This is an optimization exercise on Yosys and OpenROAD, whose aim is small area, a short achievable clock period and few clock cycles, not a production implementation. In this exercise RTL edits were held to simulation tests only and were not proved equivalent to the original. Power and IR drop assume default switching activity.

### design/flow/run.sh
#!/bin/bash
# synth_recipe.tcl (not shown) runs the flow's synth.tcl, then flattens the netlist and writes it again
# the make line also repeats each setting of config.mk as NAME=value (left out here)
make -C /OpenROAD-flow-scripts/flow DESIGN_CONFIG=/design/flow/config.mk WORK_HOME=/design/flow/orfs CLKGATE_MAP_FILE= SYNTH_SCRIPT=/design/flow/synth_recipe.tcl finish
### design/flow/config.mk
export PLATFORM = sky130hd
export DESIGN_NAME = convolution
export DESIGN_NICKNAME = convolution
export VERILOG_FILES = /design/flow/design.v
export SDC_FILE = /design/flow/constraint.sdc
export NUM_CORES = 4
export LEC_CHECK = 0
export CAP_MARGIN = 20
export CORE_MARGIN = 2
export CORE_UTILIZATION = 40
export SLEW_MARGIN = 20
### design/flow/constraint.sdc
create_clock -name core_clock -period 9.0 [get_ports {clk}]
set_input_delay 1.8000 -clock core_clock [delete_from_list [all_inputs] [get_ports {clk}]]
set_output_delay 1.8000 -clock core_clock [all_outputs]
set_load 0.01 [all_outputs]
### design/flow/design.v
module incrementerby4(clk, en, rst, ld, ld_data, out);
    input clk, en, rst, ld;
    output reg [7:0] out;
    input [7:0] ld_data;
    always @(posedge clk) begin
        if (rst) begin
            out <= ld_data;
        end
        else if (ld) begin
            out <= ld_data;
        end 
        else if (en) begin
            out <= out + 4;
        end
    end
endmodule
module adder (a, b, out);
    input [7:0] a, b;
    output [7:0] out;
    assign out = a + b;    
endmodule
module adder12 (a, b, out);
    input [11:0] a, b;
    output [11:0] out;
    assign out = a + b;    
endmodule
module buffer_4 (clk, wr_en, wr_adr, wr_data, rd_adr, rd_data);
    parameter SIZE = 16;
    input clk, wr_en;
    input [7:0] wr_adr, rd_adr;
    input [31:0] wr_data;
    output [7:0] rd_data;
    reg [7:0] mem [0:SIZE-1];
    assign rd_data = mem[rd_adr];
    always @(posedge clk) begin
        if (wr_en) begin
            mem[wr_adr] <= wr_data[31 : 24];
            mem[wr_adr + 1] <= wr_data[23 : 16];
            mem[wr_adr + 2] <= wr_data[15 : 8];
            mem[wr_adr + 3] <= wr_data[7 : 0];
        end
    end
endmodule
module buffer_8 (clk, wr_en, wr_adr, wr_data, rd_adr, rd_data);
    parameter SIZE = 64;
    input clk, wr_en;
    input [7:0] wr_adr, rd_adr;
    input [31:0] wr_data;
    output [31:0] rd_data;
    reg [7:0] mem [0:SIZE-1];
    assign rd_data = {mem[rd_adr], mem[rd_adr + 1], mem[rd_adr + 2], mem[rd_adr + 3]};
    always @(posedge clk) begin
        if (wr_en) begin
            mem[wr_adr] <= wr_data[31 : 24];
            mem[wr_adr + 1] <= wr_data[23 : 16];
            mem[wr_adr + 2] <= wr_data[15 : 8];
            mem[wr_adr + 3] <= wr_data[7 : 0];
        end
    end
endmodule
module counter #(parameter MAX_COUNT = 16)(clk, rst, en, carry, count);
    input clk, rst, en;
    output reg carry;
    output reg [7:0] count;
    always @(posedge clk) begin
        if (rst) begin
            count <= 0;
        end
        else if (en) begin
            if (count == MAX_COUNT - 1) begin
                count <= 0;
            end
            else begin
                count <= count + 1;
            end
        end
    end
    assign carry = (count == MAX_COUNT - 1);
endmodule
module decoder (a, out);
    parameter N = 4;
    input [7:0] a;
    output reg [N-1:0] out;
    reg [N-1:0] i;
    always @(*) begin
        for (i = 0; i < N; i = i + 1) begin
            if (i == a) begin
                out[i] = 1;
            end
            else begin
                out[i] = 0;
            end
        end
    end
endmodule
module multiplier (a, b, out);
    input [7:0] a, b;
    wire [15:0] result;
    assign result = a * b;
    output [7:0] out;
    assign out = {result[15:8]};
endmodule
module mux2_1 (a, b, sel, out);
    input [7:0] a, b;
    input sel;
    output [7:0] out;
    assign out = sel ? a : b;
endmodule
module register1word(clk, en, rst, write_data, out);
    input clk, en, rst;
    input [11:0] write_data;
    output reg [11:0] out;
    always @(posedge clk) begin
        if (rst) begin
            out <= 0;
        end else if (en) begin
            out <= write_data;
        end
    end
endmodule
module register4word(clk, en, rst, addr, write_data, out);
    input clk, en, rst;
    input [7:0] addr;
    input [7:0] write_data;
    reg [7:0] data [0:3];
    output [31:0] out;
    always @(posedge clk) begin
        if (rst) begin
            data[0] <= 0;
            data[1] <= 0;
            data[2] <= 0;
            data[3] <= 0;
        end 
        else if (en) begin
            data[addr] <= write_data;
        end
    end
    assign out = {data[0], data[1], data[2], data[3]};
endmodule
module mac (clk, rst, rst_acc, acc_en, img_pixel, filter_value, out);
    input clk, rst, rst_acc, acc_en;
    input [7:0] img_pixel, filter_value;
    output [7:0] out;
    wire [11:0] acc_out, acc_in;
    wire [7:0] mult_res;
    multiplier mult(img_pixel, filter_value, mult_res);
    adder12 addr4({4'b0000, mult_res}, acc_out, acc_in);
    register1word acc(clk, acc_en, rst | rst_acc, acc_in, acc_out);
    assign out = acc_out[11:4];
endmodule
module PE (clk, rst, rst_acc, rst_res_reg, res_buffer_en, acc_en,
           img_pixel, filter_value, res_index, out);
    input clk, rst, rst_acc, rst_res_reg, acc_en, res_buffer_en;
    input [7:0] img_pixel, filter_value, res_index;
    output [31:0] out;
    wire [7:0] mac_out;
    mac mac1 (clk, rst, rst_acc, acc_en, img_pixel, filter_value, mac_out);
    register4word res_buffer(clk, res_buffer_en, rst | rst_res_reg, res_index, mac_out, out);
endmodule
module controller(clk, reset, start, co_cntr16_img, co_cntr4_filter, co_cntr_filters,
                 co_cntr43, co_row_cntr, co_col_cntr, co_cntr16, co_cntr_reg4, co_cntr13, cntr43_res,
                 rst, rst_acc, rst_res_reg, mem_en, cntr16_img_en, cntr_filters_en, cntr4_filter_en, wr_file, adr_sel, mem_offset_sel, filter_wr_en,
                 img_wr_en, row_cntr_en, col_cntr_en, cntr43_en, cntr16_en, img_slice_en, acc_en, cntr_reg4_en, res_buffer_en,
                 cntr13_en, inc_en, inc_ld, done);
    input clk, reset, start;
    output reg rst, mem_en, cntr16_img_en, cntr_filters_en, cntr4_filter_en, adr_sel, filter_wr_en, wr_file;
    output reg img_wr_en, row_cntr_en, col_cntr_en, cntr43_en, cntr16_en, img_slice_en, acc_en, cntr_reg4_en, res_buffer_en;
    output reg cntr13_en, inc_en, inc_ld, done, rst_acc, rst_res_reg;
    output reg[1:0] mem_offset_sel;
    input co_cntr16_img, co_cntr4_filter, co_cntr_filters, co_cntr43, co_row_cntr, co_col_cntr, co_cntr16, co_cntr_reg4, co_cntr13;
    input [7:0] cntr43_res;
    reg[3:0] ns;
    reg[3:0] ps;
    always @(*) begin
        case(ps)
            4'b0000:   ns <= ~start ? 4'b0000 : 4'b0001;
            4'b0001:   ns <= start ? 4'b0001 : 4'b0010;
            4'b0010:   ns <= ~co_cntr4_filter ? 4'b0010 : 4'b1011;
            4'b1011:   ns <= ~co_cntr_filters ? 4'b0010 : 4'b0011;
            4'b0011:   ns <= ~co_cntr16_img ? 4'b0011 : 4'b0100;
            4'b0100:   ns <= ~co_row_cntr ? 4'b0100 : 4'b0101;
            4'b0101:   ns <= ~co_cntr16 ? 4'b0101 : 4'b0110;
            4'b0110 :  ns <= (cntr43_res == 42 || co_cntr_reg4) ? 4'b0111 : 4'b1010;
            4'b0111 : ns <= co_cntr43 ? 4'b1001 : 4'b1010;
            4'b1010 : ns <= ~co_cntr13 ? 4'b0100 : 4'b1000;
            4'b1000 : ns <= 4'b0011; 
            4'b1001: ns <= 4'b0000;
            default: ns <= 4'b0000;
        endcase
    end
    always @(*) begin
        {rst, mem_en, cntr16_img_en, cntr_filters_en, cntr4_filter_en, adr_sel, filter_wr_en,
        img_wr_en, row_cntr_en, col_cntr_en, cntr43_en, cntr16_en, img_slice_en, acc_en,
        cntr_reg4_en, res_buffer_en, cntr13_en, inc_en, inc_ld, done, mem_offset_sel, wr_file, rst_acc, rst_res_reg} = 0;
        case(ps)
            4'b0001:begin  rst = 1; inc_ld = 1;   end
            4'b0010: begin cntr4_filter_en = 1; adr_sel = 1; filter_wr_en = 1; mem_offset_sel = 0; end
            4'b0011 : begin  cntr16_img_en = 1; img_wr_en = 1; mem_offset_sel = 1;  end
            4'b1011: begin cntr_filters_en = 1; end
            4'b0100: begin row_cntr_en = 1; img_slice_en = 1; end
            4'b0101: begin acc_en = 1; cntr16_en = 1; end
            4'b0110: begin cntr_reg4_en = 1; res_buffer_en = 1; rst_acc = 1;end
            4'b0111: begin mem_en = 1; cntr43_en = 1; mem_offset_sel = 2; rst_res_reg = 1; end
            4'b1010: begin col_cntr_en = 1; cntr13_en = 1; end
            4'b1000: begin inc_en = 1; end
            4'b1001: begin done = 1; wr_file = 1; end
        endcase
    end
    always @(posedge clk) begin
         if (reset)
             ps <= 4'b0000;
         else
             ps <= ns;
     end
endmodule
module datapath(clk, rst, x, y, z, rst_acc, rst_res_reg, mem_en, cntr16_img_en, cntr_filters_en,
          cntr4_filter_en, filter_wr_en, img_wr_en, cntr43_en, row_cntr_en,
          col_cntr_en, cntr16_en, img_slice_en, acc_en, cntr_reg4_en, res_buffer_en, cntr13_en,
          inc_en, inc_ld, wr_file, adr_sel, mem_offset_sel, co_cntr16_img,
          co_cntr4_filter, co_cntr_filters, co_cntr43, co_row_cntr, co_col_cntr, co_cntr16, co_cntr_reg4, co_cntr13, cntr43_res,
          mem_rd_adr, mem_rd_data, out_we, out_adr, out_data);
    parameter NUM_FILTERS = 4;
    input clk, rst, mem_en, cntr16_img_en, cntr_filters_en, cntr4_filter_en, adr_sel, filter_wr_en, wr_file;
    input img_wr_en, row_cntr_en, col_cntr_en, cntr43_en, cntr16_en, img_slice_en, acc_en, cntr_reg4_en, res_buffer_en;
    input cntr13_en, inc_en, inc_ld, rst_acc, rst_res_reg;
    input [1:0] mem_offset_sel;
    input [7:0] x,y,z;
    output co_cntr16_img, co_cntr4_filter, co_cntr_filters, co_cntr43, co_row_cntr, co_col_cntr, co_cntr16, co_cntr_reg4, co_cntr13;
    output [7:0] cntr43_res;
    output [7:0] mem_rd_adr;
    input [31:0] mem_rd_data;
    output out_we;
    output [7:0] out_adr;
    output [32*NUM_FILTERS-1:0] out_data;
    wire[NUM_FILTERS - 1: 0] filters_wr_en;
    wire [7:0] mem_wr_adr, mem_offset_out, cntr4_filter_res, cntr16_img_res, mem_cntr_res;
    wire [7:0] img_rd_adr, row_cntr_res, col_cntr_res, cntr16_res, img_slice_rd_data;
    wire [7:0] mult_res, cntr_reg4_res, cntr13_res, x_offset;
    wire [31:0] img_rd_data;
    wire [7:0] filters_rd_data[0:NUM_FILTERS-1], filter_adr, cntr_filters_res, mem_filter_adr;
    assign out_we = mem_en;
    assign out_adr = mem_wr_adr;
    assign mem_offset_out = (mem_offset_sel == 0) ? y :
                            (mem_offset_sel == 1) ? x_offset :
                            (mem_offset_sel == 2) ? z : 0;
    counter #(NUM_FILTERS) cntr_filters(clk, rst, cntr_filters_en, co_cntr_filters, cntr_filters_res);
    decoder #(NUM_FILTERS) dcdr(cntr_filters_res, filters_wr_en);
    counter #(4) cntr4_filter (clk, rst, cntr4_filter_en, co_cntr4_filter, cntr4_filter_res);
    counter #(16) cntr16_img (clk, rst, cntr16_img_en, co_cntr16_img, cntr16_img_res);
    mux2_1 mux(mem_filter_adr, cntr16_img_res, adr_sel, mem_cntr_res);
    adder addr1(mem_offset_out, mem_cntr_res, mem_rd_adr);
    adder addr5(cntr4_filter_res, cntr_filters_res << 2, mem_filter_adr);
    genvar i;
    generate
        for (i = 0; i < NUM_FILTERS; i = i + 1) begin : gen_filters
            buffer_4 filter_buffer(clk, filters_wr_en[i] & filter_wr_en, cntr4_filter_res << 2, mem_rd_data, cntr16_res, filters_rd_data[i]);
            PE pe(clk, rst, rst_acc, rst_res_reg, res_buffer_en, acc_en,
                  img_slice_rd_data, filters_rd_data[i], cntr_reg4_res, out_data[32*i +: 32]);
        end
    endgenerate
    buffer_8 img_buffer(clk, img_wr_en, cntr16_img_res << 2, mem_rd_data, img_rd_adr, img_rd_data);
    counter #(43) cntr43 (clk, rst, cntr43_en, co_cntr43, cntr43_res);
    adder addr2(cntr43_res, mem_offset_out, mem_wr_adr);
    counter #(4) row_cntr (clk, rst, row_cntr_en, co_row_cntr, row_cntr_res);
    counter #(13) col_cntr (clk, rst, col_cntr_en, co_col_cntr, col_cntr_res);
    adder addr3(row_cntr_res << 4, col_cntr_res, img_rd_adr);
    counter #(16) cntr16 (clk, rst, cntr16_en, co_cntr16, cntr16_res);
    buffer_4 img_slice(clk, img_slice_en, row_cntr_res << 2, img_rd_data, cntr16_res, img_slice_rd_data);
    counter #(4) cntr_reg4 (clk, rst, cntr_reg4_en, co_cntr_reg4, cntr_reg4_res);
    counter #(13) cntr13 (clk, rst, cntr13_en, co_cntr13, cntr13_res);
    incrementerby4 inc(clk, inc_en, rst, inc_ld, x, x_offset);
endmodule
module convolution(clk, reset, start, x, y, z, done, mem_rd_adr, mem_rd_data, out_we, out_adr, out_data);
    parameter NUM_FILTERS = 4;
    input clk, reset, start;
    output [7:0] mem_rd_adr;
    input [31:0] mem_rd_data;
    output out_we;
    output [7:0] out_adr;
    output [32*NUM_FILTERS-1:0] out_data;
    input [7:0] x, y, z;
    output done;
    wire rst, rst_acc, mem_en, cntr16_img_en, cntr_filters_en, cntr4_filter_en, adr_sel, filter_wr_en, rst_res_reg;
    wire img_wr_en, row_cntr_en, col_cntr_en, cntr43_en, cntr16_en, img_slice_en, acc_en, cntr_reg4_en, res_buffer_en;
    wire cntr13_en, inc_en, inc_ld, wr_file;
    wire [1:0] mem_offset_sel;
    wire co_cntr16_img, co_cntr4_filter, co_cntr_filters, co_cntr43, co_row_cntr, co_col_cntr, co_cntr16, co_cntr_reg4, co_cntr13;
    wire [7:0] cntr43_res;
    datapath #(NUM_FILTERS) dp(clk, rst, x, y, z, rst_acc, rst_res_reg, mem_en, cntr16_img_en, cntr_filters_en, cntr4_filter_en, filter_wr_en, img_wr_en, cntr43_en, row_cntr_en,
          col_cntr_en, cntr16_en, img_slice_en, acc_en, cntr_reg4_en, res_buffer_en, cntr13_en,
          inc_en, inc_ld, wr_file, adr_sel, mem_offset_sel, co_cntr16_img,
          co_cntr4_filter, co_cntr_filters, co_cntr43, co_row_cntr, co_col_cntr, co_cntr16, co_cntr_reg4, co_cntr13, cntr43_res,
          mem_rd_adr, mem_rd_data, out_we, out_adr, out_data);
    controller cu(clk, reset, start, co_cntr16_img, co_cntr4_filter, co_cntr_filters, co_cntr43, co_row_cntr, co_col_cntr,
                 co_cntr16, co_cntr_reg4, co_cntr13, cntr43_res,
                 rst, rst_acc, rst_res_reg, mem_en, cntr16_img_en, cntr_filters_en, cntr4_filter_en, wr_file, adr_sel, mem_offset_sel, filter_wr_en,
                 img_wr_en, row_cntr_en, col_cntr_en, cntr43_en, cntr16_en, img_slice_en, acc_en, cntr_reg4_en, res_buffer_en,
                 cntr13_en, inc_en, inc_ld, done);
endmodule
==> out/qor.yml <==
postSynth.asyncResetShare_pct: 0
syn_nets: 5057
slew_headroom_pct: 16.49
multi_input_area_mm2: 0.03310
postCtsSetupRepairBufs: 0
die_y_um: 440.3
period_minus_slack_ns: 8.097
ys_seq_area_share_pct: 54.45
start_util_pct: 40.16
cpMostUsedCell: "fa_1"
rsz0062_at_grt: "false"
synth_common_cells: "1,288 x edfxtp_1, 806 x mux4_2, 386 x nor2_1"
holdBufCountCts: 0
hpwl_mm: 125.5
finClkSkew_ns: 0.03949
gp_congestion: 0.8153
syn_inst: 4638
cts_resized: 0
clk-insertion-delay-late_ns: 0.81
yosys.area.top_type: "edfxtp_1"
postRouteAntennaNets: 0
area.sequential_mm2: 0.04149
drv_slew: 0
cts_buffers: 153
nets: 5287
clock.fmax_ghz: 0.1235
setup_viol_count_final: 0
drc: 0
dpl_cell_area_mm2: 0.08183
cts-root-buf: "clkbuf_16"
tightest_slew_ns: 1.253
io_pins: 205
slowest_delay_ns: 0.60
yosys_warnings: 16
power_per_cell_area_mw_per_mm2: 162.9
netlist.area_leader.share_pct: 50.80
mappedNetlistArea_mm2: 0.07614
core_mm2: 0.1896
grt_pass1_wl_mm: 293.8
area_growth_pct: 14.22
hold_viol_final: 0
fin_cells: 7507
num_rows: 160
power_w: 0.01417
grt_overflow_total: 0
die_area_mm2: 0.1939
leakagePower_nw: 28.85
status: "finished clean"
cp_slowest_cell: "dfxtp_4"
path_max_fanout: 31
antenna_found_initial: 5
fillers: 16150
startpoint_type: "register"
synth-seq-cells: 1427
initialDrtViolationCount: 4150
cp.required_ns: 9.65
crit_arrival_ns: 8.75
synthMostInstantiatedCell: "edfxtp_1"
hp-class: "register to register"
synth_area_leaders: "edfxtp_1 51%, mux4_2 24%, fa_1 3.9%"
cts.sinks: 1427
ir_drop_v: 0.0001477
fin_setup_tns_ns: 0
wl_per_cell_um: 25.96
firstDrtPassIters: 5
maxCapViolations: 0
grt_max_degree: 147
avgSynthCellArea_um2: 16.42
vias: 44140
grt_pass1_vias: 45160
clk_pin_slew_worst_paths_ns: 0.06
fin_crit_sh_pct: 89.97
cts_tree: "done"
htreeDepth: 4
synth-main-ff-cell: "edfxtp_1"
placed_cells: 7222
crit_type: "register to register"
max-clock-path-buffers: 3
synth_edf_count: 1288
crit_path_end_kind: "register"
finalWirelength_mm: 194.9
grt_usage_pct: 20.25
die_w_um: 440.3
numPortBuffers: 204
finish.instance_area_mm2: 0.08697
vias_per_cell: 5.880
synth_cell_types: 71
layout-drive-gt1-share_pct: 26.75
[final timing paths]
| path | from | to | slack [ns] | cells past startpoint |
|---|---|---|---|---|
| min reg2reg | dp.cntr16.count[7] | dp.cntr16.count[7] | 0.49 | 2 |
| min | dp.cntr16.count[7] | dp.cntr16.count[7] | 0.49 | 2 |
| max | register | dp.gen_filters[3].pe.mac1.acc.out[10] | 0.90 | 32 |
| max reg2reg | register | dp.gen_filters[3].pe.mac1.acc.out[10] | 0.90 | 32 |
[layer usage]
layer / up-vias / wire length [um] / global-route usage (%)
met5: - / 0 / 0
met4: 0 / 4873 / 5.678
met3: 293 / 13150 / 3.349
met2: 1639 / 95490 / 33.11
met1: 23380 / 81390 / 28.02
li1: 18830 / - / -
[flip-flops by register name, summed over array words and instances (netlist names), 2 cells and up, named ones only]
signal,count
dp.col_cntr.count,8
dp.img_buffer.mem,512
dp.gen_filters.filter_buffer.mem,512
dp.gen_filters.pe.res_buffer.data,128
dp.row_cntr.count,8
dp.inc.out,8
dp.img_slice.mem,128
cu.ps,4
dp.cntr16_img.count,8
dp.mem_offset_sel,2
dp.cntr43.count,8
dp.cntr_reg4.count,8
dp.cntr4_filter.count,8
dp.cntr_filters.count,8
dp.cntr13.count,8
dp.cntr16.count,8
dp.gen_filters.pe.mac1.acc.out,48
[area by class of cell]
type / instances / share of cell area, %
tap: 2511 / 3.613
antenna: 1 / 0.002877
inverter: 213 / 0.9208
multi-input combinational: 2719 / 38.06
clock buffer: 185 / 4.564
clock inverter: 97 / 1.285
sequential: 1427 / 47.70
timing repair buffer: 354 / 3.849
[worst max-delay path: cells and delay by family, from the launching register on]
family                   cells  cell delay, ns
buffers and inverters        5            0.93
XOR/XNOR                     2            0.29
multiplexers                 1            0.52
AO/OA/AOI/OAI                9            2.00
AND/OR/NAND/NOR              8            1.02
adder cells (fa/ha/maj)      7            2.58
flip-flops                   1            0.60
[cells in the final DEF, fill, tap and decap left out, types with 50 or more instances in the layout]
master,netlist,layout
a21oi_1,95,95
and2_1,103,99
buf_4,3,135
clkbuf_16,0,153
clkdlybuf4s50_1,0,204
dfxtp_1,139,130
edfxtp_1,1288,1288
fa_1,147,147
ha_1,213,211
inv_1,211,211
mux2i_1,81,81
mux4_2,806,806
nand2_1,203,203
nand3_1,59,59
nor2_1,386,373
o21ai_0,58,54
or2_2,50,50
xnor2_1,90,80
xor2_1,60,58
[per-stage QoR]
stage	util [%]	setup slack [ns]	hold slack (ns)
floorplan	-	0.8895	0.4583
global placement	43.17	0.9958	0.4720
detailed placement	43.17	0.9093	0.4843
CTS	45.85	0.8499	0.4948
global route	45.87	0.2291	0.5193
finish	45.87	0.9030	0.4940
[kinds of logic (layout without fill, tap and decap cells)]
family | count (synthesis) | after routing | share of synthesized area, %
adders and majority gates | 360 | 360 | 7.365
buffers and inverters | 492 | 849 | 2.536
AOI/OAI and AO/OA | 304 | 304 | 2.493
xor gates and xnor gates | 150 | 150 | 1.725
other | 0 | 1 | 0
muxes | 908 | 908 | 25.22
and+or+nand+nor | 997 | 997 | 6.213
DFF | 1427 | 1427 | 54.45
[power by group]
part	internal [W]	switching, W	leakage (nW)
clock	0.00366	0.00273	2.47
sequential	0.00726	0.0000286	12.8
combinational	0.000185	0.000304	13.6
Testbench counts, summed over its fixed seeds: cycles 192,144.

what the ideal ports hide:
Ports are ideal in the flow. The routed layout listed here was re-timed in OpenROAD.
Step 1 assumes that a clkbuf_16 drives the clock port and a buf_2 every other input.
Step 2 adds t to the input delays and takes it off the output delays; t is the mean of the earliest and latest rising clock arrival at the registers after step 1. Input paths then give back, and output paths get back, about the clock's delay inside the block.
a / b / c = ideal ports / drivers / drivers and shift; a / b = the first two.
t, ns: 0.881
setup slack, ns: 0.903 / 0.903 / 0.903
hold slack, ns: 0.494 / 0.494 / 0.494
worst setup path after step 2: register to register
worst slew at a driven data input, ns: 0.07
After both steps setup and hold are still met in this run. For this run, drivers alone change the setup slack by 0.000 ns; drivers and shift together by 0.000 ns.
